This is an optimization exercise on Yosys and OpenROAD, whose aim is small area, not a production implementation.
RTL that was checked went through simulation tests only; none was proved equivalent to the original.
Power figures rest on the tool's default switching activity, not on a simulated workload.

==> flow/design.v (excerpt) <==
module decimation_filter (
	input mclk1,
	input reset,
	input mdata1,
	output reg [15:0] DATA,
	output reg data_en,
	input [15:0] dec_rate );
Size: ~1200 cells after synthesis, roughly 36 I/O pins, roughly 0.012 mm2 of cells after synthesis.
==> module decimation_filter, before the edit <==
module decimation_filter (
	input mclk1,
	input reset,
	input mdata1,
	output reg [15:0] DATA,
	output reg data_en,
	input [15:0] dec_rate );
function [36:0] radd;
	input [36:0] a, b;
	input cin;
	integer i;
	reg c;
	begin
		c = cin;
		for (i = 0; i < 37; i = i + 1) begin
			radd[i] = a[i] ^ b[i] ^ c;
			c = (a[i] & b[i]) | (c & (a[i] ^ b[i]));
		end
	end
endfunction
function rcarry;
	input [36:0] a, b;
	input cin;
	input integer k;
	integer i;
	reg c;
	begin
		c = cin;
		for (i = 0; i < 37; i = i + 1)
			if (i < k) c = (a[i] & b[i]) | (c & (a[i] ^ b[i]));
		rcarry = c;
	end
endfunction
wire [7:0] rs = dec_rate[12:5];
reg [6:0] mr;
always @(posedge mclk1)
	mr <= {|dec_rate[12:12], |dec_rate[12:11], |dec_rate[12:10], |dec_rate[12:9],
	       |dec_rate[12:8], |dec_rate[12:7], |dec_rate[12:6]};
wire [11:0] mask = {mr, 5'h1F};
function [23:0] kmux;
	input [7:0] s;
	input [23:0] k0, k1, k2, k3, k4, k5, k6, k7;
	kmux = ({24{s[0]}} & k0) | ({24{s[1]}} & k1) | ({24{s[2]}} & k2) | ({24{s[3]}} & k3)
	     | ({24{s[4]}} & k4) | ({24{s[5]}} & k5) | ({24{s[6]}} & k6) | ({24{s[7]}} & k7);
endfunction
wire [23:0] wa_rst = kmux(rs, 24'd120, 24'd496, 24'd2016, 24'd8128, 24'd32640, 24'd130816, 24'd523776, 24'd2096128);
wire [23:0] wc_rst = kmux(rs, 24'd136, 24'd528, 24'd2080, 24'd8256, 24'd32896, 24'd131328, 24'd524800, 24'd2098176);
wire [23:0] wa_0 = kmux(rs, 24'd528, 24'd2080, 24'd8256, 24'd32896, 24'd131328, 24'd524800, 24'd2098176, 24'd8390656);
wire [23:0] wb_0 = kmux(rs, 24'd496, 24'd2016, 24'd8128, 24'd32640, 24'd130816, 24'd523776, 24'd2096128, 24'd8386560);
localparam K = 16;      
reg [11:0] p;           
reg [23:0] wa;          
reg [22:0] wc;          
reg [1:0] xd;           
reg [2:0] rd;           
reg [36:0] y0;
reg [35:0] y1;
reg [33:0] y2;
reg c0, c1, c2;         
reg [15:0] f1, f2, fd;  
wire x = xd[1];
wire z = (p == 12'd0);            
wire last = &(p | ~mask);         
wire [23:0] da = {12'hFFF, p | ~mask};
wire [23:0] m2l = {mask[11], mask[11], mask[10], mask[10], mask[9], mask[9], mask[8], mask[8],
                   mask[7], mask[7], mask[6], mask[6], mask[5], mask[5], mask[4], mask[4],
                   mask[3], mask[3], mask[2], mask[2], mask[1], mask[1], mask[0], mask[0]};
always @(posedge mclk1) begin
	if (reset) begin
		p <= {dec_rate[12:2], 1'b1};
		data_en <= 1'b0;
		xd <= 2'b00;
		wa <= wa_rst;
		wc <= wc_rst[22:0];
	end else begin
		p <= radd({25'h0, p}, 37'd0, 1'b1) & mask;
		data_en <= z;
		xd <= {xd[0], mdata1};
		if (last) begin
			wa <= wa_0;
			wc <= 23'd0;
		end else begin
			wa <= radd({13'h0, wa}, {13'h0, da}, 1'b0);
			wc <= radd({14'h0, wc}, {25'h0, p}, 1'b0);
		end
	end
end
wire xz = x & z;
wire xn = x & ~z;
wire [23:0] a0 = {24{xn}} & wa;
wire [23:0] a2 = ({24{xz}} & wb_0) | ({24{xn}} & {1'b0, wc});
wire [35:0] p1 = {{12{xn}}, {24{xn}} & ~wa};
wire [35:0] q1 = {12'h000, ({24{xn}} & ~{1'b0, wc} & m2l) | ({24{xz}} & wa_0)};
wire sh = data_en | rd[0] | rd[1] | rd[2];
wire [36:0] b0 = sh ? {1'b0, y1} : y0;
wire bc0 = sh ? c1 : c0;
wire [35:0] b1 = sh ? {2'b00, y2} : y1;
wire bc1 = sh ? c2 : c1;
wire [33:0] b2 = sh ? 34'd0 : y2;
wire bc2 = sh ? 1'b0 : c2;
always @(posedge mclk1) rd <= {rd[1:0], reset};
wire [35:0] s1 = b1 ^ p1 ^ q1;
wire [35:0] k1 = {(b1[34:0] & p1[34:0]) | (b1[34:0] & q1[34:0]) | (p1[34:0] & q1[34:0]), xn};
always @(posedge mclk1) begin
	y0[K-1:0] <= radd(b0, {13'h0, a0}, 1'b0);
	c0        <= rcarry(b0, {13'h0, a0}, 1'b0, K);
	y0[36:K]  <= radd(b0 >> K, {13'h0, a0} >> K, bc0);
	y1[K-1:0] <= radd({1'b0, s1}, {1'b0, k1}, xn);
	c1        <= rcarry({1'b0, s1}, {1'b0, k1}, xn, K);
	y1[35:K]  <= radd({1'b0, s1} >> K, {1'b0, k1} >> K, bc1);
	y2[K-1:0] <= radd({3'h0, b2}, {13'h0, a2}, 1'b0);
	c2        <= rcarry({3'h0, b2}, {13'h0, a2}, 1'b0, K);
	y2[33:K]  <= radd({3'h0, b2} >> K, {13'h0, a2} >> K, bc2);
end
wire [15:0] word =
	  ({16{rs[0]}} & {y0[14:0], 1'b0}) | ({16{rs[1]}} & y0[17:2])  | ({16{rs[2]}} & y0[20:5])
	| ({16{rs[3]}} & y0[23:8])         | ({16{rs[4]}} & y0[26:11]) | ({16{rs[5]}} & y0[29:14])
	| ({16{rs[6]}} & y0[32:17])        | ({16{rs[7]}} & y0[35:20])
	| {16{|(rs & {y0[36], y0[33], y0[30], y0[27], y0[24], y0[21], y0[18], y0[15]})}};
wire mv = (p[11:4] == 8'd1);
reg [1:0] nw;           
always @(posedge mclk1) begin
	f1 <= {(mv ? fd[0] : f1[0]), f1[15:1]};
	f2 <= {(mv ? f1[0] : f2[0]), f2[15:1]};
	if (data_en)
		fd <= {word[0], word[15:1]};
	else
		fd <= {(mv ? f2[0] : fd[0]), fd[15:1]};
end
always @(posedge mclk1) begin
	if (reset)
		nw <= 2'd0;
	else if (data_en && !(&nw))
		nw <= nw + 2'd1;
end
always @(*) DATA = fd & {16{&nw}};
endmodule
export LEC_CHECK = 0
export CAP_MARGIN = 20
export CORE_MARGIN = 2
export CORE_UTILIZATION = 60
export SLEW_MARGIN = 20
create_clock -name core_clock -period 10.0 [get_ports {mclk1}]
standard.sh (not shown) runs the stock make flow with config.mk's settings and CLKGATE_MAP_FILE= SYNTH_SCRIPT=/design/flow/synth_recipe.tcl, a recipe that flattens the netlist after the stock synthesis.
==> flow/flow/run.sh <==
#!/bin/bash
# Standard ORFS layout (the standard.sh) with two changes:
#  - clock tree synthesis without dummy loads, with small leaf buffers;
#  - port buffers of the smallest buffer cell.
# The make output goes to flow.log in the work folder; ORFS keeps each
# step's own log under orfs/logs.
set -euo pipefail
export CTS_ARGS="-sink_clustering_enable -repair_clock_nets -dont_use_dummy_load -buf_list {sky130_fd_sc_hd__clkbuf_4 sky130_fd_sc_hd__clkbuf_8} -sink_clustering_size 20 -sink_clustering_max_diameter 60"
export BUFFER_PORTS_ARGS="-buffer_cell sky130_fd_sc_hd__buf_1"
bash standard.sh > flow.log 2>&1
Edit:
--- a/flow/design.v
+++ b/flow/design.v
@@ -29,16 +29,14 @@
 		for (i = 0; i < 37; i = i + 1)
 			if (i < k) c = (a[i] & b[i]) | (c & (a[i] ^ b[i]));
 		rcarry = c;
 	end
 endfunction
 wire [7:0] rs = dec_rate[12:5];
-reg [6:0] mr;
-always @(posedge mclk1)
-	mr <= {|dec_rate[12:12], |dec_rate[12:11], |dec_rate[12:10], |dec_rate[12:9],
-	       |dec_rate[12:8], |dec_rate[12:7], |dec_rate[12:6]};
+wire [6:0] mr = {|dec_rate[12:12], |dec_rate[12:11], |dec_rate[12:10], |dec_rate[12:9],
+                 |dec_rate[12:8], |dec_rate[12:7], |dec_rate[12:6]};
 wire [11:0] mask = {mr, 5'h1F};
 function [23:0] kmux;
 	input [7:0] s;
 	input [23:0] k0, k1, k2, k3, k4, k5, k6, k7;
 	kmux = ({24{s[0]}} & k0) | ({24{s[1]}} & k1) | ({24{s[2]}} & k2) | ({24{s[3]}} & k3)
 	     | ({24{s[4]}} & k4) | ({24{s[5]}} & k5) | ({24{s[6]}} & k6) | ({24{s[7]}} & k7);
@@ -75,25 +73,24 @@
 	end else begin
 		p <= radd({25'h0, p}, 37'd0, 1'b1) & mask;
 		data_en <= z;
 		xd <= {xd[0], mdata1};
 		if (last) begin
 			wa <= wa_0;
-			wc <= 23'd0;
+			wc <= wb_0[22:0];
 		end else begin
 			wa <= radd({13'h0, wa}, {13'h0, da}, 1'b0);
-			wc <= radd({14'h0, wc}, {25'h0, p}, 1'b0);
+			wc <= z ? 23'd0 : radd({14'h0, wc}, {25'h0, p}, 1'b0);
 		end
 	end
 end
-wire xz = x & z;
 wire xn = x & ~z;
 wire [23:0] a0 = {24{xn}} & wa;
-wire [23:0] a2 = ({24{xz}} & wb_0) | ({24{xn}} & {1'b0, wc});
+wire [23:0] a2 = {24{x}} & {1'b0, wc};
 wire [35:0] p1 = {{12{xn}}, {24{xn}} & ~wa};
-wire [35:0] q1 = {12'h000, ({24{xn}} & ~{1'b0, wc} & m2l) | ({24{xz}} & wa_0)};
+wire [35:0] q1 = {12'h000, {24{x}} & ~{1'b0, wc} & m2l};
 wire sh = data_en | rd[0] | rd[1] | rd[2];
 wire [36:0] b0 = sh ? {1'b0, y1} : y0;
 wire bc0 = sh ? c1 : c0;
 wire [35:0] b1 = sh ? {2'b00, y2} : y1;
 wire bc1 = sh ? c2 : c1;
 wire [33:0] b2 = sh ? 34'd0 : y2;
@@ -102,36 +99,31 @@
 wire [35:0] s1 = b1 ^ p1 ^ q1;
 wire [35:0] k1 = {(b1[34:0] & p1[34:0]) | (b1[34:0] & q1[34:0]) | (p1[34:0] & q1[34:0]), xn};
 always @(posedge mclk1) begin
 	y0[K-1:0] <= radd(b0, {13'h0, a0}, 1'b0);
 	c0        <= rcarry(b0, {13'h0, a0}, 1'b0, K);
 	y0[36:K]  <= radd(b0 >> K, {13'h0, a0} >> K, bc0);
-	y1[K-1:0] <= radd({1'b0, s1}, {1'b0, k1}, xn);
-	c1        <= rcarry({1'b0, s1}, {1'b0, k1}, xn, K);
+	y1[K-1:0] <= radd({1'b0, s1}, {1'b0, k1}, x);
+	c1        <= rcarry({1'b0, s1}, {1'b0, k1}, x, K);
 	y1[35:K]  <= radd({1'b0, s1} >> K, {1'b0, k1} >> K, bc1);
 	y2[K-1:0] <= radd({3'h0, b2}, {13'h0, a2}, 1'b0);
 	c2        <= rcarry({3'h0, b2}, {13'h0, a2}, 1'b0, K);
 	y2[33:K]  <= radd({3'h0, b2} >> K, {13'h0, a2} >> K, bc2);
 end
 wire [15:0] word =
 	  ({16{rs[0]}} & {y0[14:0], 1'b0}) | ({16{rs[1]}} & y0[17:2])  | ({16{rs[2]}} & y0[20:5])
 	| ({16{rs[3]}} & y0[23:8])         | ({16{rs[4]}} & y0[26:11]) | ({16{rs[5]}} & y0[29:14])
 	| ({16{rs[6]}} & y0[32:17])        | ({16{rs[7]}} & y0[35:20])
 	| {16{|(rs & {y0[36], y0[33], y0[30], y0[27], y0[24], y0[21], y0[18], y0[15]})}};
 wire mv = (p[11:4] == 8'd1);
-reg [1:0] nw;           
+reg zf;                 
+always @(posedge mclk1) zf <= reset | (zf & ~data_en);
 always @(posedge mclk1) begin
-	f1 <= {(mv ? fd[0] : f1[0]), f1[15:1]};
-	f2 <= {(mv ? f1[0] : f2[0]), f2[15:1]};
+	f1 <= {(mv ? fd[0] : f1[0]) & ~zf, f1[15:1]};
+	f2 <= {(mv ? f1[0] : f2[0]) & ~zf, f2[15:1]};
 	if (data_en)
 		fd <= {word[0], word[15:1]};
 	else
-		fd <= {(mv ? f2[0] : fd[0]), fd[15:1]};
+		fd <= {(mv ? f2[0] : fd[0]) & ~zf, fd[15:1]};
 end
-always @(posedge mclk1) begin
-	if (reset)
-		nw <= 2'd0;
-	else if (data_en && !(&nw))
-		nw <= nw + 2'd1;
-end
-always @(*) DATA = fd & {16{&nw}};
+always @(*) DATA = fd;
 endmodule
The changed run finished with timing, DRC and antenna clean.
Flip-flop and latch count is lower by 8.
Total power fell by 2.9%.
Die area decreases by 3.2%.
Utilization came out higher by 0.46 points.
Final cell count came out lower by 5.8%.
Fmax is lower by 4.7%.
Setup slack degrades by 0.43 ns.
Global-route usage goes up by 1.1 points.
Hold slack barely changes.
Wire length went up by 2.7%.
Non-clock buffer count rose by 9.
Count of clock-buffer cells in the layout decreases by 2.
Clock power goes down by 6.9%.
Via count decreases by 2.7%.


Another version of the RTL of decimation_filter (not shown whole).
For scale: ~260 flip-flops, roughly 36 I/O pins, ~13,000 um2 of cells after synthesis.
==> module decimation_filter, before the edit <==
module decimation_filter (
	input mclk1,
	input reset,
	input mdata1,
	output reg [15:0] DATA,
	output reg data_en,
	input [15:0] dec_rate );
function [36:0] radd;
	input [36:0] a, b;
	input cin;
	integer i;
	reg c;
	begin
		c = cin;
		for (i = 0; i < 37; i = i + 1) begin
			radd[i] = a[i] ^ b[i] ^ c;
			c = (a[i] & b[i]) | (c & (a[i] ^ b[i]));
		end
	end
endfunction
function rcarry;
	input [36:0] a, b;
	input cin;
	input integer k;
	integer i;
	reg c;
	begin
		c = cin;
		for (i = 0; i < 37; i = i + 1)
			if (i < k) c = (a[i] & b[i]) | (c & (a[i] ^ b[i]));
		rcarry = c;
	end
endfunction
wire [7:0] rs = dec_rate[12:5];
reg [6:0] mr;
always @(posedge mclk1)
	mr <= {|dec_rate[12:12], |dec_rate[12:11], |dec_rate[12:10], |dec_rate[12:9],
	       |dec_rate[12:8], |dec_rate[12:7], |dec_rate[12:6]};
wire [11:0] mask = {mr, 5'h1F};
function [23:0] kmux;
	input [7:0] s;
	input [23:0] k0, k1, k2, k3, k4, k5, k6, k7;
	kmux = ({24{s[0]}} & k0) | ({24{s[1]}} & k1) | ({24{s[2]}} & k2) | ({24{s[3]}} & k3)
	     | ({24{s[4]}} & k4) | ({24{s[5]}} & k5) | ({24{s[6]}} & k6) | ({24{s[7]}} & k7);
endfunction
wire [23:0] wa_rst = kmux(rs, 24'd120, 24'd496, 24'd2016, 24'd8128, 24'd32640, 24'd130816, 24'd523776, 24'd2096128);
wire [23:0] wb_rst = kmux(rs, 24'd768, 24'd3072, 24'd12288, 24'd49152, 24'd196608, 24'd786432, 24'd3145728, 24'd12582912);
wire [23:0] wc_rst = kmux(rs, 24'd136, 24'd528, 24'd2080, 24'd8256, 24'd32896, 24'd131328, 24'd524800, 24'd2098176);
wire [23:0] wa_0 = kmux(rs, 24'd528, 24'd2080, 24'd8256, 24'd32896, 24'd131328, 24'd524800, 24'd2098176, 24'd8390656);
wire [23:0] wb_0 = kmux(rs, 24'd496, 24'd2016, 24'd8128, 24'd32640, 24'd130816, 24'd523776, 24'd2096128, 24'd8386560);
localparam K = 13;      
reg [11:0] p;           
reg [23:0] wa, wb;      
reg [22:0] wc;          
reg [1:0] xd;           
reg [2:0] rd;           
reg [36:0] y0;
reg [35:0] y1;
reg [33:0] y2;
reg c0, c1, c2;         
reg [15:0] f1, f2, fd;  
wire x = xd[1];
wire z = (p == 12'd0);            
wire last = &(p | ~mask);         
wire [11:0] mhi = mask & ~{1'b0, mask[11:1]};     
wire p_top = |(p & mhi);                          
wire [23:0] da = {12'hFFF, p | ~mask};
wire [23:0] db;
genvar gi;
generate
	for (gi = 0; gi < 24; gi = gi + 1) begin : g_db
		if (gi == 0) assign db[gi] = 1'b1;
		else if (gi <= 11) assign db[gi] = mask[gi] ? ~p[gi-1] : p_top;
		else assign db[gi] = p_top;
	end
endgenerate
always @(posedge mclk1) begin
	if (reset) begin
		p <= {dec_rate[12:2], 1'b1};
		data_en <= 1'b0;
		xd <= 2'b00;
		wa <= wa_rst;
		wb <= wb_rst;
		wc <= wc_rst[22:0];
	end else begin
		p <= radd({25'h0, p}, 37'd0, 1'b1) & mask;
		data_en <= z;
		xd <= {xd[0], mdata1};
		if (last) begin
			wa <= wa_0;
			wb <= wb_0;
			wc <= 23'd0;
		end else begin
			wa <= radd({13'h0, wa}, {13'h0, da}, 1'b0);
			wb <= radd({13'h0, wb}, {13'h0, db}, 1'b1);
			wc <= radd({14'h0, wc}, {25'h0, p}, 1'b0);
		end
	end
end
wire xz = x & z;
wire xn = x & ~z;
wire [23:0] a0 = {24{xn}} & wa;
wire [23:0] a1 = ({24{xz}} & wa) | ({24{xn}} & wb);
wire [23:0] a2 = ({24{xz}} & wb) | ({24{xn}} & {1'b0, wc});
wire sh = data_en | rd[0] | rd[1] | rd[2];
wire [36:0] b0 = sh ? {1'b0, y1} : y0;
wire bc0 = sh ? c1 : c0;
wire [35:0] b1 = sh ? {2'b00, y2} : y1;
wire bc1 = sh ? c2 : c1;
wire [33:0] b2 = sh ? 34'd0 : y2;
wire bc2 = sh ? 1'b0 : c2;
always @(posedge mclk1) rd <= {rd[1:0], reset};
always @(posedge mclk1) begin
	begin
		y0[K-1:0] <= radd(b0, {13'h0, a0}, 1'b0);
		c0        <= rcarry(b0, {13'h0, a0}, 1'b0, K);
		y0[36:K]  <= radd(b0 >> K, {13'h0, a0} >> K, bc0);
		y1[K-1:0] <= radd({1'b0, b1}, {13'h0, a1}, 1'b0);
		c1        <= rcarry({1'b0, b1}, {13'h0, a1}, 1'b0, K);
		y1[35:K]  <= radd({1'b0, b1} >> K, {13'h0, a1} >> K, bc1);
		y2[K-1:0] <= radd({3'h0, b2}, {13'h0, a2}, 1'b0);
		c2        <= rcarry({3'h0, b2}, {13'h0, a2}, 1'b0, K);
		y2[33:K]  <= radd({3'h0, b2} >> K, {13'h0, a2} >> K, bc2);
	end
end
wire [15:0] word =
	  ({16{rs[0]}} & {y0[14:0], 1'b0}) | ({16{rs[1]}} & y0[17:2])  | ({16{rs[2]}} & y0[20:5])
	| ({16{rs[3]}} & y0[23:8])         | ({16{rs[4]}} & y0[26:11]) | ({16{rs[5]}} & y0[29:14])
	| ({16{rs[6]}} & y0[32:17])        | ({16{rs[7]}} & y0[35:20])
	| {16{|(rs & {y0[36], y0[33], y0[30], y0[27], y0[24], y0[21], y0[18], y0[15]})}};
wire mv = (p[11:4] == 8'd1);
reg [1:0] nw;           
always @(posedge mclk1) begin
	f1 <= {(mv ? fd[0] : f1[0]), f1[15:1]};
	f2 <= {(mv ? f1[0] : f2[0]), f2[15:1]};
	if (data_en)
		fd <= {word[0], word[15:1]};
	else
		fd <= {(mv ? f2[0] : fd[0]), fd[15:1]};
end
always @(posedge mclk1) begin
	if (reset)
		nw <= 2'd0;
	else if (data_en && !(&nw))
		nw <= nw + 2'd1;
end
always @(*) DATA = fd & {16{&nw}};
endmodule
clock: 10.0 ns
lec_check: 0
cap_margin: 20
core_margin: 2
core_utilization: 60
cts_buf_list: sky130_fd_sc_hd__clkbuf_4 sky130_fd_sc_hd__clkbuf_8
slew_margin: 20
run.sh (not shown) runs the stock make flow with config.mk's settings and CLKGATE_MAP_FILE= SYNTH_SCRIPT=/design/flow/synth_recipe.tcl, a recipe that flattens the netlist after the stock synthesis.
Stock flow here: none of the scripts above is used.
The first run finished with timing, DRC and antenna clean.
Rerun with:
--- a/flow/design.v
+++ b/flow/design.v
@@ -31,13 +31,10 @@
 		rcarry = c;
 	end
 endfunction
 wire [7:0] rs = dec_rate[12:5];
-reg [6:0] mr;
-always @(posedge mclk1)
-	mr <= {|dec_rate[12:12], |dec_rate[12:11], |dec_rate[12:10], |dec_rate[12:9],
-	       |dec_rate[12:8], |dec_rate[12:7], |dec_rate[12:6]};
-wire [11:0] mask = {mr, 5'h1F};
+wire [11:0] mask = {|dec_rate[12:12], |dec_rate[12:11], |dec_rate[12:10], |dec_rate[12:9],
+                    |dec_rate[12:8], |dec_rate[12:7], |dec_rate[12:6], 5'h1F};
 function [23:0] kmux;
 	input [7:0] s;
 	input [23:0] k0, k1, k2, k3, k4, k5, k6, k7;
 	kmux = ({24{s[0]}} & k0) | ({24{s[1]}} & k1) | ({24{s[2]}} & k2) | ({24{s[3]}} & k3)
@@ -47,20 +44,20 @@
 wire [23:0] wb_rst = kmux(rs, 24'd768, 24'd3072, 24'd12288, 24'd49152, 24'd196608, 24'd786432, 24'd3145728, 24'd12582912);
 wire [23:0] wc_rst = kmux(rs, 24'd136, 24'd528, 24'd2080, 24'd8256, 24'd32896, 24'd131328, 24'd524800, 24'd2098176);
 wire [23:0] wa_0 = kmux(rs, 24'd528, 24'd2080, 24'd8256, 24'd32896, 24'd131328, 24'd524800, 24'd2098176, 24'd8390656);
 wire [23:0] wb_0 = kmux(rs, 24'd496, 24'd2016, 24'd8128, 24'd32640, 24'd130816, 24'd523776, 24'd2096128, 24'd8386560);
-localparam K = 13;      
+localparam K = 12;      
 reg [11:0] p;           
 reg [23:0] wa, wb;      
 reg [22:0] wc;          
 reg [1:0] xd;           
-reg [2:0] rd;           
+reg [1:0] rd;           
 reg [36:0] y0;
 reg [35:0] y1;
 reg [33:0] y2;
 reg c0, c1, c2;         
 reg [15:0] f1, f2, fd;  
-wire x = xd[1];
+wire x = xd[1] & ~reset;
 wire z = (p == 12'd0);            
 wire last = &(p | ~mask);         
 wire [11:0] mhi = mask & ~{1'b0, mask[11:1]};     
 wire p_top = |(p & mhi);                          
@@ -101,16 +98,16 @@
 wire xn = x & ~z;
 wire [23:0] a0 = {24{xn}} & wa;
 wire [23:0] a1 = ({24{xz}} & wa) | ({24{xn}} & wb);
 wire [23:0] a2 = ({24{xz}} & wb) | ({24{xn}} & {1'b0, wc});
-wire sh = data_en | rd[0] | rd[1] | rd[2];
+wire sh = data_en | reset | rd[0] | rd[1];
 wire [36:0] b0 = sh ? {1'b0, y1} : y0;
 wire bc0 = sh ? c1 : c0;
 wire [35:0] b1 = sh ? {2'b00, y2} : y1;
 wire bc1 = sh ? c2 : c1;
 wire [33:0] b2 = sh ? 34'd0 : y2;
 wire bc2 = sh ? 1'b0 : c2;
-always @(posedge mclk1) rd <= {rd[1:0], reset};
+always @(posedge mclk1) rd <= {rd[0], reset};
 always @(posedge mclk1) begin
 	begin
 		y0[K-1:0] <= radd(b0, {13'h0, a0}, 1'b0);
 		c0        <= rcarry(b0, {13'h0, a0}, 1'b0, K);
=>
- The changed run went through all stages and came out clean
- global-route usage came out higher by 0.50 points
- maximum frequency came out lower by 3.3%
- utilization came out higher by 0.46 points
- setup slack degrades by 0.32 ns
- combinational power came out lower by about 1%
- design area came out higher by 0.67%
For the second run of this note, only the layout was checked, not whether the RTL still works.

[separate check: timing with driven ports]
In the flow no input, the clock included, has a driving cell. The finished layouts below were timed again as built, in two steps. Step 1, drivers: a clkbuf_16 drives mclk1 and a buf_2 each remaining input, both assumed. Step 2 also shifts input and output timing later by t, the mid clock arrival at the registers, as if the neighbouring blocks saw the same clock. a / b / c = ideal / step 1 / step 2; a / b = the first two.
| run | shift t [ns] | setup slack, ns | clock arrival spread, ns |
|---|---|---|---|
| the first run of note 1 | 0.574 | 1.294 / 1.294 / 0.745 | 0.041 / 0.041 |
| the second run of note 1 | 0.553 | 0.864 / 0.879 / 0.325 | 0.044 / 0.045 |
| the first run of note 2 | 0.598 | 0.584 / 0.584 / 0.584 | 0.021 / 0.020 |
| the second run of note 2 | 0.575 | 0.261 / 0.284 / -0.292 | 0.015 / 0.015 |
With both steps, setup timing fails in the second run of note 2, where it was met with ideal ports. The setup slack of the second run of note 2, which loses most, moves by +0.023 ns with the drivers and by -0.553 ns with both steps.
